What follows belongs to an exercise in optimizing a design on an open flow for small area; a production flow would make more cautious choices. Where RTL was checked, it was by simulation tests only, not by an equivalence proof against the original. For run 1, only the layout was checked, not whether the RTL still works. The clock port is modelled as an ideal driver, which makes a skipped or thinned clock tree look cheaper than it is; a real chip needs a root buffer or a tree. Power and IR drop assume default switching activity.

===== design/flow/config.mk =====
export PLATFORM = sky130hd
export DESIGN_NAME = psdsqrt
export DESIGN_NICKNAME = psdsqrt
export VERILOG_FILES = /design/flow/design.v
export SDC_FILE = /design/flow/constraint.sdc
export NUM_CORES = 4
export LEC_CHECK = 0
export CAP_MARGIN = 20
export CORE_MARGIN = 2
export CORE_UTILIZATION = 40
export SLEW_MARGIN = 20
export BUFFER_PORTS_ARGS = -buffer_cell sky130_fd_sc_hd__buf_1
export CTS_ARGS = -sink_clustering_enable -repair_clock_nets -dont_use_dummy_load -root_buf sky130_fd_sc_hd__clkbuf_8 -buf_list sky130_fd_sc_hd__clkbuf_8

===== design/flow/constraint.sdc =====
create_clock -name core_clock -period 9.0 [get_ports {clock}]
set_input_delay 1.8000 -clock core_clock [delete_from_list [all_inputs] [get_ports {clock}]]
set_output_delay 1.8000 -clock core_clock [all_outputs]
set_load 0.01 [all_outputs]

===== design/flow/design.v =====
module psdsqrt(
    input clock,
    input reset,
    input start,
    input stop,
    input [31:0] xin,
    output reg [15:0] sqrt
);
reg [32:15] w;
reg [15:0]  qx;
reg [3:0]   cnt;         
wire [14:0] e, v;
genvar g;
generate for (g = 0; g < 15; g = g + 1) begin : gdec
    assign e[g] = (cnt == 14 - g);
    assign v[g] = (cnt >= 15 - g);
end endgenerate
wire [16:0] d;
assign d[0] = e[0];
generate for (g = 1; g < 15; g = g + 1) begin : gd
    assign d[g] = (qx[g-1] & v[g-1]) | e[g];
end endgenerate
assign d[16:15] = {qx[15], qx[14] & v[14]};
wire [17:0] sa = w[32:15];
wire [17:0] sb = ~{1'b0, d};
wire [18:0] cy;
wire [17:0] diff;
assign cy[0] = 1'b1;
generate for (g = 0; g < 18; g = g + 1) begin : gsub
    assign diff[g]  = sa[g] ^ sb[g] ^ cy[g];
    assign cy[g+1] = (sa[g] & sb[g]) | (sa[g] & cy[g]) | (sb[g] & cy[g]);
end endgenerate
wire s = cy[18];
wire [31:15] sel = s ? diff[16:0] : w[31:15];
wire rd = ~|(e & qx[14:0]);    
wire s0 = xin[31] | xin[30];
integer i;
always @(posedge clock) begin
    if (start) begin
        w   <= {xin[31] & xin[30], xin[31] & ~xin[30], xin[29:14]};
        qx  <= {s0, ~xin[13:0], 1'b0};
        cnt <= 4'd0;
    end else begin
        w   <= {sel[31:16], sel[15], rd};
        if (cnt != 4'd15)
            cnt <= cnt + 4'd1;
        for (i = 0; i < 15; i = i + 1)
            if (e[i]) qx[i] <= s;
    end
end
always @(posedge clock) begin
    if (reset)
        sqrt <= 16'b0;
    else if (stop)
        sqrt <= qx;
end
endmodule

===== design/flow/flow/run.sh =====
#!/bin/bash
# Standard ORFS layout with three changes:
#  - port buffers use the smallest buffer cell (flow/extra.mk),
#  - clock tree synthesis adds no dummy loads (flow/extra.mk),
#  - after CTS, flow/clk.tcl removes the root clock buffer when it only drives
#    the four leaf buffers and sizes each clock buffer to the smallest cell that
#    keeps the flip-flop clock slew below target.
# Each tool's output goes to a log file of its own in this folder.
set -e
cat flow/extra.mk >> config.mk
bash standard.sh cts > standard_to_cts.log 2>&1
RES=orfs/results/sky130hd/psdsqrt/base
cat > clk_run.tcl <<TCL
read_liberty $FLOW_HOME/platforms/sky130hd/lib/sky130_fd_sc_hd__tt_025C_1v80.lib
read_db $RES/4_cts.odb
read_sdc $RES/4_cts.sdc
source $FLOW_HOME/platforms/sky130hd/setRC.tcl
source flow/clk.tcl
detailed_placement
check_placement -verbose
write_db $RES/4_cts.odb
TCL
CLK_SLEW_TARGET=0.115 openroad -no_init -exit clk_run.tcl > clk_trim.log 2>&1
bash standard.sh finish > standard_finish.log 2>&1

===== design/flow/flow/clk.tcl =====
proc clk_bufs {} {
  set r {}
  foreach i [[ord::get_db_block] getInsts] {
    if {[string match *clkbuf* [[$i getMaster] getName]] && [string match clkbuf_*clock* [$i getName]]} { lappend r $i }
  }
  return $r
}
proc out_net {i} { foreach it [$i getITerms] { if {[$it isOutputSignal]} { return [$it getNet] } } }
proc in_net {i} { foreach it [$i getITerms] { if {[$it isInputSignal]} { return [$it getNet] } } }
set block [ord::get_db_block]
set clk [$block findNet clock]
foreach b [clk_bufs] {
  if {[in_net $b] != $clk} continue
  set on [out_net $b]
  set loads {}
  foreach it [$on getITerms] { if {[$it getInst] != $b} { lappend loads $it } }
  set nbuf 0
  foreach it $loads { if {[string match *clkbuf* [[[$it getInst] getMaster] getName]]} { incr nbuf } }
  if {$nbuf == [llength $loads] && $nbuf <= 4} {
    puts "removing root [$b getName] ($nbuf loads)"
    foreach it $loads { $it disconnect; $it connect $clk }
    foreach it [$b getITerms] { $it disconnect }
    odb::dbInst_destroy $b
    odb::dbNet_destroy $on
  }
}
estimate_parasitics -placement
proc worst_slew {b} {
  set w 0
  foreach it [[out_net $b] getITerms] {
    if {[$it getInst] == $b} continue
    set p [get_pins [[$it getInst] getName]/[[$it getMTerm] getName]]
    set s [get_property $p slew_max]
    if {$s > $w} { set w $s }
  }
  return $w
}
set lib_sizes {sky130_fd_sc_hd__clkbuf_2 sky130_fd_sc_hd__clkbuf_4 sky130_fd_sc_hd__clkbuf_8 sky130_fd_sc_hd__clkbuf_16}
foreach b [clk_bufs] {
  set name [$b getName]
  foreach m $lib_sizes {
    replace_cell [get_cells $name] [get_lib_cells */$m]
    estimate_parasitics -placement
    set w [worst_slew [[ord::get_db_block] findInst $name]]
    if {$w < $::env(CLK_SLEW_TARGET)} break
  }
  puts "buffer $name -> $m (slew $w)"
}

===== design/flow/flow/extra.mk =====
export BUFFER_PORTS_ARGS = -buffer_cell sky130_fd_sc_hd__buf_1
export CTS_ARGS = -sink_clustering_enable -repair_clock_nets -dont_use_dummy_load -root_buf sky130_fd_sc_hd__clkbuf_8 -buf_list sky130_fd_sc_hd__clkbuf_8

===== design/flow/standard.sh =====
#!/bin/bash
# synth_recipe.tcl (not shown) runs the flow's synth.tcl, then flattens the netlist and writes it again
# the make line also repeats each setting of config.mk as NAME=value (left out here)
make -C /OpenROAD-flow-scripts/flow DESIGN_CONFIG=/design/flow/config.mk WORK_HOME=/design/flow/orfs CLKGATE_MAP_FILE= SYNTH_SCRIPT=/design/flow/synth_recipe.tcl "${@:-finish}"

==> flow_metrics.env, run 1 <==
export IMPL_crit_slowest_cell="dfxtp_1"
export IMPL_ys_ff_latch=54
export IMPL_avgSynthCellArea_um2=9.95
export IMPL_grt_pass1_wl_mm=10.3
export IMPL_start_util=0.410
export IMPL_portBuffers=51
export IMPL_cp_start_kind="flop"
export IMPL_rsz0062_at_grt="no"
export IMPL_overflow=0
export IMPL_fin_crit_ns=8.39
export IMPL_clk_latency_ns=0.16
export IMPL_wl_per_cell_um=14.3
export IMPL_endpoint_kind="flop"
export IMPL_cts_sinks=54
export IMPL_hpwl_mm=4.55
export IMPL_drcViolationCount=0
export IMPL_synth_distinct_cells=39
export IMPL_run_status="timing/DRC/antenna clean"
export IMPL_gp_congestion=0.835
export IMPL_ctsResizeCount=0
export IMPL_yosysTopAreaCell="dfxtp_1"
export IMPL_fp_dieW_um=90.0
export IMPL_powerDensity_nw_per_um2=204
export IMPL_postSynthCellCount=297
export IMPL_antenna_found_initial=0
export IMPL_cp_max_fo=20
export IMPL_fillers=754
export IMPL_drv_slew=0
export IMPL_cp_required_ns=9.04
export IMPL_leakage_uw=0.00129
export IMPL_crit_type="reg -> reg"
export IMPL_maxCapViolCount=0
export IMPL_diodes=0
export IMPL_ys_top_cells_by_area="dfxtp_1, edfxtp_1, mux2i_1"
export IMPL_max_stage_delay_ns=0.55
export IMPL_synthFlopType="dfxtp_1"
export IMPL_area_delta_synth_final_pct=10.1
export IMPL_slew_headroom=0.280
export IMPL_vdd_drop_max_mv=0.0803
export IMPL_ant_nets=0
export IMPL_grtUsageTotal=0.157
export IMPL_ios=52
export IMPL_critical_path_top_delay_family="adder cells"
export IMPL_core_rowCount=31
export IMPL_vias=2161
export IMPL_crit_top_cell="fa_1"
export IMPL_clock_skew_ns=0.0250
export IMPL_grt_max_degree=70
export IMPL_tns_ns=0
export IMPL_grt_pass1_vias=2043
export IMPL_drt_iter0_drc=164
export IMPL_hold_slack_ns=0.502
export IMPL_hp_class="reg -> reg"
export IMPL_clock_fmax_mhz=119
export IMPL_vias_per_cell=5.00
export IMPL_core_area_um2=7210
export IMPL_postCtsSetupRepairBufs=0
export IMPL_syn_area_um2=2960
export IMPL_fin_nets=392
export IMPL_dr_pass1_iters=4
export IMPL_async_flop_share=0
export IMPL_syn_num_nets=354
export IMPL_synthTopCellsByCount="dfxtp_1, mux2i_1, nand2_1, nor2_1, o21ai_0"
export IMPL_postCtsHoldBufs=0
export IMPL_yosys_warnings=1
export IMPL_synth_top_area_frac=0.264
export IMPL_arrival_ns=8.43
export IMPL_fin_crit_sh=0.933
export IMPL_clk_pin_slew_ns=0.10
export IMPL_synth_edf_count=15
export IMPL_cp_num_buf_inv=4
export IMPL_worst_pin_slew_ns=1.08
export IMPL_hold_viol_final=0
export IMPL_setup_violations=0
export IMPL_synth_most_common_cell="dfxtp_1"
export IMPL_drive_above_1_share=0.0631
export IMPL_yosysSeqAreaShare=0.417
export IMPL_die_y_um=90.0
export IMPL_die_area_um2=8090
export IMPL_wirelength_mm=6.16
==> placed cells by master (no fill, tap or decap), drive strengths merged, types with 2 or more instances in the layout <==
master and instances:
edfxtp 15, a21oi 18, or2 2, a222oi 2, mux2 2, mux2i 34, nand3 6, clkbuf 5
a21o 15, a22oi 5, fa 16, o22ai 2, buf 57, nor2 25, o21ai 25, nor3 2
ha 5, nand2 26, inv 11, a31oi 3, nor2b 4, a21boi 2, dfxtp 39
==> flip-flops by register name (all words and copies together) (netlist names) <==
register  count
qx           16
sqrt         16
cnt           4
w            18
==> routing by layer <==
| metal | vias to the layer above | part of all wire | track usage |
|---|---|---|---|
| li1 | 1102 | - | - |
| met1 | 1007 | 0.51 | 0.240 |
| met2 | 43 | 0.43 | 0.223 |
| met3 | 9 | 0.044 | 0.0302 |
| met4 | 0 | 0.022 | 0.0487 |
| met5 | - | 0 | 0 |
==> kinds of logic (layout without fill, tap and decap cells) <==
family / count (synthesis) / in the layout / share of synthesized area
flip-flops: 54 / 54 / 0.417
AO/OA/AOI/OAI: 79 / 79 / 0.170
XOR/XNOR: 1 / 1 / 0.00296
buffers and inverters: 37 / 73 / 0.0555
adder cells (fa/ha/maj): 21 / 21 / 0.130
AND/OR/NAND/NOR: 69 / 69 / 0.103
multiplexers: 36 / 36 / 0.123
==> final timing paths <==
kind / from / to / slack [ns] / depth (start not counted)
worst max register to register: cnt[1]$_SDFFE_PP0P_ / w[16]$_DFF_P_ / 0.61 / 26
worst min register to register: sqrt[0]$_SDFFE_PP0P_ / sqrt[0]$_SDFFE_PP0P_ / 0.50 / 2
worst min-delay path: sqrt[0]$_SDFFE_PP0P_ / sqrt[0]$_SDFFE_PP0P_ / 0.50 / 2
worst max-delay path: cnt[1]$_SDFFE_PP0P_ / w[16]$_DFF_P_ / 0.61 / 26
==> layout make-up <==
type | count | area [um^2] | share of cell area
clock buffer | 4 | 48.8 | 0.0150
inverter | 11 | 41.3 | 0.0127
multi-input combinational | 206 | 1560 | 0.480
sequential | 54 | 1230 | 0.378
tap | 99 | 124 | 0.0381
timing repair buffer | 58 | 245 | 0.0754
==> stage by stage <==
stage | worst slack (ns) | instance area [um^2] | total power, uW | instances | utilization
floorplan | 0.768 | 2960 | 513 | 297 | -
global placement | 0.782 | 3200 | 568 | 428 | 0.444
detailed placement | 0.637 | 3200 | 572 | 428 | 0.444
CTS | 0.587 | 3270 | 696 | 433 | 0.454
global route | 0.175 | 3250 | 715 | 432 | 0.451
finish | 0.606 | 3250 | 662 | 432 | 0.451
==> where the power goes <==
group / leakage, uW / switching (uW) / internal, uW
clock: 0.0000262 / 60.9 / 36.2
combinational: 0.000791 / 114 / 101
sequential: 0.000468 / 44.1 / 306
==> worst reg2reg max path, delay by kind of cell, from the launching register on <==
family                   cells  cell delay (ns)
multiplexers                 1             0.27
adder cells (fa/ha/maj)     17             6.28
buffers and inverters        4             0.60
AO/OA/AOI/OAI                2             0.22
flip-flops                   1             0.55
AND/OR/NAND/NOR              2             0.40
==> inputs of run 2 (changes only) <==
--- a/design/flow/design.v
+++ b/design/flow/design.v
@@ -7,7 +7,8 @@
     output reg [15:0] sqrt
 );
 reg [32:15] w;
-reg [15:0]  qx;
+reg [15:0]  qn;           
+wire [15:0] qx = ~qn;
 reg [3:0]   cnt;         
 wire [14:0] e, v;
 genvar g;
@@ -32,20 +33,20 @@
 end endgenerate
 wire s = cy[18];
 wire [31:15] sel = s ? diff[16:0] : w[31:15];
-wire rd = ~|(e & qx[14:0]);    
+wire rd = |(e & qx[14:0]);
 wire s0 = xin[31] | xin[30];
 integer i;
 always @(posedge clock) begin
     if (start) begin
         w   <= {xin[31] & xin[30], xin[31] & ~xin[30], xin[29:14]};
-        qx  <= {s0, ~xin[13:0], 1'b0};
+        qn  <= ~{s0, xin[13:0], 1'b0};
         cnt <= 4'd0;
     end else begin
         w   <= {sel[31:16], sel[15], rd};
         if (cnt != 4'd15)
             cnt <= cnt + 4'd1;
         for (i = 0; i < 15; i = i + 1)
-            if (e[i]) qx[i] <= s;
+            if (e[i]) qn[i] <= ~s;
     end
 end
 always @(posedge clock) begin
==> flow_metrics.env, run 2 <==
export IMPL_run_status="timing/DRC/antenna clean"
export IMPL_ys_ff_latch=54
export IMPL_drive_above_1_share=0.0460
export IMPL_vias_per_cell=5.04
export IMPL_hpwl_mm=4.98
export IMPL_clock_fmax_mhz=118
export IMPL_endpoint_kind="flop"
export IMPL_wl_per_cell_um=14.8
export IMPL_largest_register="w"
export IMPL_postCtsSetupRepairBufs=0
export IMPL_gp_congestion=0.898
export IMPL_die_y_um=89.8
export IMPL_drt_iter0_drc=217
export IMPL_timing_rr_end="w[16]$_DFF_P_"
export IMPL_largest_register_ffs=18
export IMPL_cp_start_kind="flop"
export IMPL_critPathLaunch="cnt[1]$_SDFFE_PP0P_"
export IMPL_wirelength_mm=6.60
export IMPL_internal_power_uw=447
export IMPL_yosys_warnings=1
export IMPL_cp_required_ns=9.07
export IMPL_clock_skew_ns=0.0122
export IMPL_start_util=0.410
export IMPL_clk_pin_slew_ns=0.09
export IMPL_vdd_drop_max_mv=0.0906
export IMPL_final_common_cell="buf_1"
export IMPL_antenna_found_initial=0
export IMPL_ys_top_cells_by_area="dfxtp_1, edfxtp_1, fa_1"
export IMPL_hold_slack_ns=0.481
export IMPL_p_seq_frac=0.528
export IMPL_final_cell_mix="buf_1, nand2_1, dfxtp_1"
export IMPL_p_sw_uw=222
export IMPL_synth_distinct_cells=39
export IMPL_rsz0062_at_grt="no"
export IMPL_clk_latency_ns=0.15
export IMPL_fp_dieW_um=89.8
export IMPL_synth_edf_count=16
export IMPL_postSynthCellCount=309
export IMPL_pwr_share_clk=0.153
export IMPL_r2r_start="cnt[1]$_SDFFE_PP0P_"
export IMPL_hold_start="sqrt[13]$_SDFFE_PP0P_"
export IMPL_total_power_uw=670
export IMPL_synthFlopType="dfxtp_1"
export IMPL_area_delta_synth_final_pct=9.40
export IMPL_reg2regPathDepth=27
export IMPL_arrival_ns=8.58
export IMPL_dp_cells=443
export IMPL_syn_num_nets=366
export IMPL_leakage_uw=0.00118
export IMPL_yosysSeqAreaShare=0.422
export IMPL_core_rowCount=31
export IMPL_synth_most_common_cell="nand2_1"
export IMPL_async_flop_share=0
export IMPL_maxCapViolCount=0
export IMPL_crit_type="reg -> reg"
export IMPL_fin_ws_ns=0.493
export IMPL_cts_sinks=54
export IMPL_cp_max_fo=12
export IMPL_fin_nets=407
export IMPL_switching_share=0.332
export IMPL_r2r_slack_ns=0.49
export IMPL_pre_cts_ws_ns=0.513
export IMPL_grtUsageTotal=0.163
export IMPL_syn_area_um2=2940
export IMPL_drv_slew=0
export IMPL_slew_headroom=0.450
export IMPL_fin_crit_sh=0.945
export IMPL_tns_ns=0
export IMPL_final_cell_count_no_fill=447
export IMPL_dr_pass1_iters=4
export IMPL_vias=2254
export IMPL_ant_nets=0
export IMPL_fillers=734
export IMPL_grt_pass1_vias=2179
export IMPL_worst_pin_slew_ns=0.823
export IMPL_hold_viol_final=0
export IMPL_ios=52
export IMPL_diodes=0
export IMPL_avgSynthCellArea_um2=9.52
export IMPL_portBuffers=51
export IMPL_synth_top_area_frac=0.259
export IMPL_hp_class="reg -> reg"
export IMPL_grt_pass1_wl_mm=10.7
export IMPL_postCtsHoldBufs=0
export IMPL_grt_max_degree=43
export IMPL_powerDensity_nw_per_um2=208
export IMPL_hold_end="sqrt[13]$_SDFFE_PP0P_"
export IMPL_ctsResizeCount=0
export IMPL_synthTopCellsByCount="nand2_1, dfxtp_1, o21ai_0, nor2_1, mux2i_1"
export IMPL_yosysTopAreaCell="dfxtp_1"
export IMPL_drcViolationCount=0
export IMPL_fin_crit_ns=8.51
export IMPL_die_area_um2=8060
export IMPL_setup_violations=0
export IMPL_pwr_share_comb=0.319
export IMPL_reg_largest_list="w: 18 flops, qn: 16 flops, sqrt: 16 flops"
export IMPL_core_area_um2=7180
export IMPL_overflow=0
export IMPL_holdPathStages=2
==> run 2: power groups by stage <==
stage / Clock, uW / Sequential [uW] / Combinational, uW
floorplan: 0 / 344 / 167
global placement: 0 / 360 / 214
detailed placement: 0 / 359 / 217
CTS: 127 / 354 / 217
global route: 116 / 360 / 244
finish: 103 / 353 / 214
==> run 2: final cells by class <==
type	count	area, um^2	share of cell area
multi-input combinational	218	1500	0.467
sequential	54	1240	0.386
timing repair buffer	57	238	0.0739
tap	99	124	0.0385
inverter	15	56.3	0.0175
clock buffer	4	55.1	0.0171
==> run 2: worst max path at each step <==
stage                            endpoint  slack, ns  cells past startpoint
after floorplan             w[17]$_DFF_P_       1.04                     28
final                       w[16]$_DFF_P_       0.49                     27
after detailed placement    w[16]$_DFF_P_       0.51                     27
after CTS                   w[16]$_DFF_P_       0.49                     27
after global placement      w[16]$_DFF_P_       0.71                     27
after global routing      qn[9]$_DFFE_PP_       0.06                     26
==> run 2: worst max-delay path, cell delays in order (launching register included) <==
cell	delay [ns]
dfxtp_1	0.42
inv_1	0.21
ha_1	0.33
inv_1	0.16
o21ai_0	0.10
nand3_1	0.12
fa_1	0.44
fa_1	0.40
fa_1	0.39
fa_1	0.39
fa_1	0.39
fa_1	0.38
fa_1	0.39
fa_1	0.38
fa_1	0.38
fa_1	0.39
fa_1	0.39
fa_1	0.39
fa_1	0.38
fa_1	0.37
inv_1	0.07
fa_1	0.16
inv_1	0.05
fa_1	0.42
nor2_4	0.25
buf_4	0.21
mux2_2	0.33
o21ai_0	0.14
==> run 2: cell families (layout without fill, tap and decap cells) <==
| group | after synthesis | after routing | share of synthesized area |
|---|---|---|---|
| adder cells (fa/ha/maj) | 21 | 21 | 0.130 |
| buffers and inverters | 37 | 76 | 0.0668 |
| multiplexers | 20 | 20 | 0.0685 |
| XOR/XNOR | 1 | 1 | 0.00298 |
| AO/OA/AOI/OAI | 82 | 82 | 0.168 |
| AND/OR/NAND/NOR | 94 | 94 | 0.141 |
| flip-flops | 54 | 54 | 0.422 |
==> run 2: per-layer routing <==
layer | routed length, um | global-route usage | vias to the layer above | share of wire
met3 | 351 | 0.0277 | 10 | 0.053
met5 | 0 | 0 | - | 0
li1 | - | - | 1146 | -
met4 | 108 | 0.0436 | 0 | 0.016
met1 | 3060 | 0.230 | 1028 | 0.46
met2 | 3090 | 0.262 | 70 | 0.47
==> run 2: metrics by stage <==
stage	instance area (um^2)	utilization
2_1_floorplan	2940	-
3_3_place_gp	3160	0.441
3_5_place_dp	3160	0.441
4_1_cts	3230	0.450
5_1_grt	3220	0.448
6_report	3220	0.448
==> inputs of run 3 (changes only) <==
--- a/design/flow/config.mk
+++ b/design/flow/config.mk
@@ -5,9 +5,10 @@
 export SDC_FILE = /design/flow/constraint.sdc
 export NUM_CORES = 4
 export LEC_CHECK = 0
-export CAP_MARGIN = 20
+export CAP_MARGIN = 0
 export CORE_MARGIN = 2
 export CORE_UTILIZATION = 40
-export SLEW_MARGIN = 20
+export GPL_TIMING_DRIVEN = 0
+export SLEW_MARGIN = 0
 export BUFFER_PORTS_ARGS = -buffer_cell sky130_fd_sc_hd__buf_1
 export CTS_ARGS = -sink_clustering_enable -repair_clock_nets -dont_use_dummy_load -root_buf sky130_fd_sc_hd__clkbuf_8 -buf_list sky130_fd_sc_hd__clkbuf_8
==> flow_metrics.env, run 3 <==
export IMPL_ys_top_cells_by_area="dfxtp_1, edfxtp_1, fa_1"
export IMPL_leakage_uw=0.00123
export IMPL_fp_dieW_um=89.8
export IMPL_vias=2369
export IMPL_clk_pin_slew_ns=0.09
export IMPL_drive_above_1_share=0.0575
export IMPL_run_status="timing/DRC/antenna clean"
export IMPL_synth_xor_area_frac=0.00298
export IMPL_yosysTopAreaCell="dfxtp_1"
export IMPL_dp_cells=458
export IMPL_largest_register_ffs=18
export IMPL_gp_congestion=0.931
export IMPL_start_util=0.410
export IMPL_core_rowCount=31
export IMPL_crit_slowest_cell="fa_1"
export IMPL_drt_iter0_drc=140
export IMPL_crit_top_cell="fa_1"
export IMPL_final_common_cell="buf_1"
export IMPL_portBuffers=50
export IMPL_powerDensity_nw_per_um2=205
export IMPL_final_cell_mix="buf_1, nand2_1, dfxtp_1"
export IMPL_setup_violations=0
export IMPL_diodes=0
export IMPL_avgSynthCellArea_um2=9.52
export IMPL_synth_compound_area_share=0.168
export IMPL_worst_pin_slew_ns=0.531
export IMPL_drcViolationCount=0
export IMPL_hp_class="reg -> reg"
export IMPL_hpwl_mm=5.52
export IMPL_arrival_ns=8.50
export IMPL_die_y_um=89.8
export IMPL_core_area_um2=7180
export IMPL_synth_most_common_cell="nand2_1"
export IMPL_ios=52
export IMPL_ant_nets=0
export IMPL_vdd_drop_max_mv=0.0698
export IMPL_overflow=0
export IMPL_crit_type="reg -> reg"
export IMPL_wirelength_mm=7.09
export IMPL_endpoint_kind="flop"
export IMPL_vias_per_cell=5.11
export IMPL_total_power_uw=683
export IMPL_grt_pass1_wl_mm=11.6
export IMPL_grtUsageTotal=0.181
export IMPL_final_area_um2=3320
export IMPL_cp_start_kind="flop"
export IMPL_postSynthCellCount=309
export IMPL_area_delta_synth_final_pct=13.0
export IMPL_clock_skew_ns=0.0102
export IMPL_dr_pass1_iters=4
export IMPL_postCtsHoldBufs=0
export IMPL_reg2regPathDepth=28
export IMPL_synth_distinct_cells=39
export IMPL_yosysSeqAreaShare=0.422
export IMPL_syn_num_nets=366
export IMPL_tns_ns=0
export IMPL_max_stage_delay_ns=0.44
export IMPL_clock_fmax_mhz=118
export IMPL_clk_latency_ns=0.15
export IMPL_synthMuxAreaShare=0.0685
export IMPL_fin_crit_ns=8.51
export IMPL_cp_required_ns=8.99
export IMPL_hold_viol_final=0
export IMPL_rsz0062_at_grt="no"
export IMPL_final_cell_count_no_fill=464
export IMPL_holdPathStages=2
export IMPL_reg_largest_list="w: 18 flops, qn: 16 flops, sqrt: 16 flops"
export IMPL_post_dp_cell_area_um2=3250
export IMPL_synth_top_area_frac=0.259
export IMPL_synthTopCellsByCount="nand2_1, dfxtp_1, o21ai_0, nor2_1, mux2i_1"
export IMPL_syn_area_um2=2940
export IMPL_synthFlopType="dfxtp_1"
export IMPL_drv_slew=0
export IMPL_wl_per_cell_um=15.3
export IMPL_grt_pass1_vias=2234
export IMPL_slew_headroom=0.646
export IMPL_maxCapViolCount=0
export IMPL_cts_sinks=54
export IMPL_grt_max_degree=16
export IMPL_ys_ff_latch=54
export IMPL_synth_top_family_by_area="compound AO/OA/AOI/OAI gates"
export IMPL_cp_max_fo=10
export IMPL_antenna_found_initial=0
export IMPL_yosys_warnings=1
export IMPL_fin_nets=424
export IMPL_async_flop_share=0
export IMPL_synth_simple_area_share=0.141
export IMPL_largest_register="w"
export IMPL_fin_crit_sh=0.946
export IMPL_synth_edf_count=16
export IMPL_final_util=0.463
export IMPL_die_area_um2=8060
export IMPL_synthAdderAreaFrac=0.130
-- run 3: per-stage QoR --
step,hold WS (ns),setup slack (ns)
CTS,0.484,0.199
detailed placement,0.470,0.235
global placement,0.468,0.262
global route,0.503,0.0280
finish,0.481,0.490
floorplan,0.443,1.04
-- run 3: cell type report --
| cell class | count | area, um^2 |
|---|---|---|
| Timing Repair Buffer | 52 | 203 |
| Tap cell | 99 | 124 |
| Inverter | 15 | 56.3 |
| Clock buffer | 4 | 55.1 |
| Sequential cell | 54 | 1240 |
| Buffer | 22 | 140 |
| Multi-Input combinational cell | 218 | 1500 |
| Fill cell | 715 | 3850 |
-- run 3: kinds of logic after synthesis --
group | count (synthesis)
and+or+nand+nor | 94
adders and majority gates | 21
muxes | 20
xor gates and xnor gates | 1
AOI/OAI and AO/OA | 82
buffers and inverters | 37
DFF | 54
-- run 3: final timing paths --
check        slack [ns]                     to                  start
max                0.49        qn[8]$_DFFE_PP_    cnt[1]$_SDFFE_PP0P_
min                0.48  sqrt[14]$_SDFFE_PP0P_  sqrt[14]$_SDFFE_PP0P_
max reg2reg        0.49        qn[8]$_DFFE_PP_    cnt[1]$_SDFFE_PP0P_
min reg2reg        0.48  sqrt[14]$_SDFFE_PP0P_  sqrt[14]$_SDFFE_PP0P_
-- run 3: repair_timing --
| action | 4_1_cts | 5_1_grt |
|---|---|---|
| setup endpoints to repair | 0 | 19 |
| gates resized for setup | 0 | 0 |
| buffers inserted | 0 | 2 |
-- run 3: critical path, delay by kind of cell, from the launching register on --
kind / cells / cell delay, ns
and+or+nand+nor: 3 / 0.45
buffers and inverters: 6 / 0.89
DFF: 1 / 0.34
AOI/OAI and AO/OA: 2 / 0.25
adders and majority gates: 17 / 6.39
-- run 3: metal layers --
metal | track usage | wire length, um | vias to the layer above
met1 | 0.261 | 3270 | 1105
met4 | 0.0436 | 84 | 0
met3 | 0.0251 | 394 | 8
met5 | 0 | 0 | -
li1 | - | - | 1190
met2 | 0.289 | 3340 | 66
-- run 3: where the power goes --
part / switching, uW / leakage [uW] / internal [uW]
logic: 122 / 0.000721 / 107
clock network: 62.1 / 0.0000288 / 41.0
registers: 44.2 / 0.000477 / 306

static timing again, ports no longer ideal:
How much do the figures lean on ideal ports? The routed layouts below were timed once more, with nothing changed but the port constraints.
Step 1 assumes that a clkbuf_16 drives the clock port and a buf_2 every other input.
Step 2 moves the port delays by t, midway between the first and last clock arrival at a register: inputs arrive t later, outputs are due t later. That takes back most of the time a late clock gives input paths.
a / b / c = ideal ports / drivers / drivers and shift; a / b = the first two.
run | t (ns) | slack for setup (ns) | worst slew at a driven data input, ns | cell pins on the clock port's net
run 1 | 0.206 | 0.606 / 0.606 / 0.606 | 0.04 | 4
run 2 | 0.202 | 0.493 / 0.493 / 0.493 | 0.03 | 4
run 3 | 0.203 | 0.490 / 0.490 / 0.490 | 0.03 | 4
After both steps setup and hold are still met in every run listed.
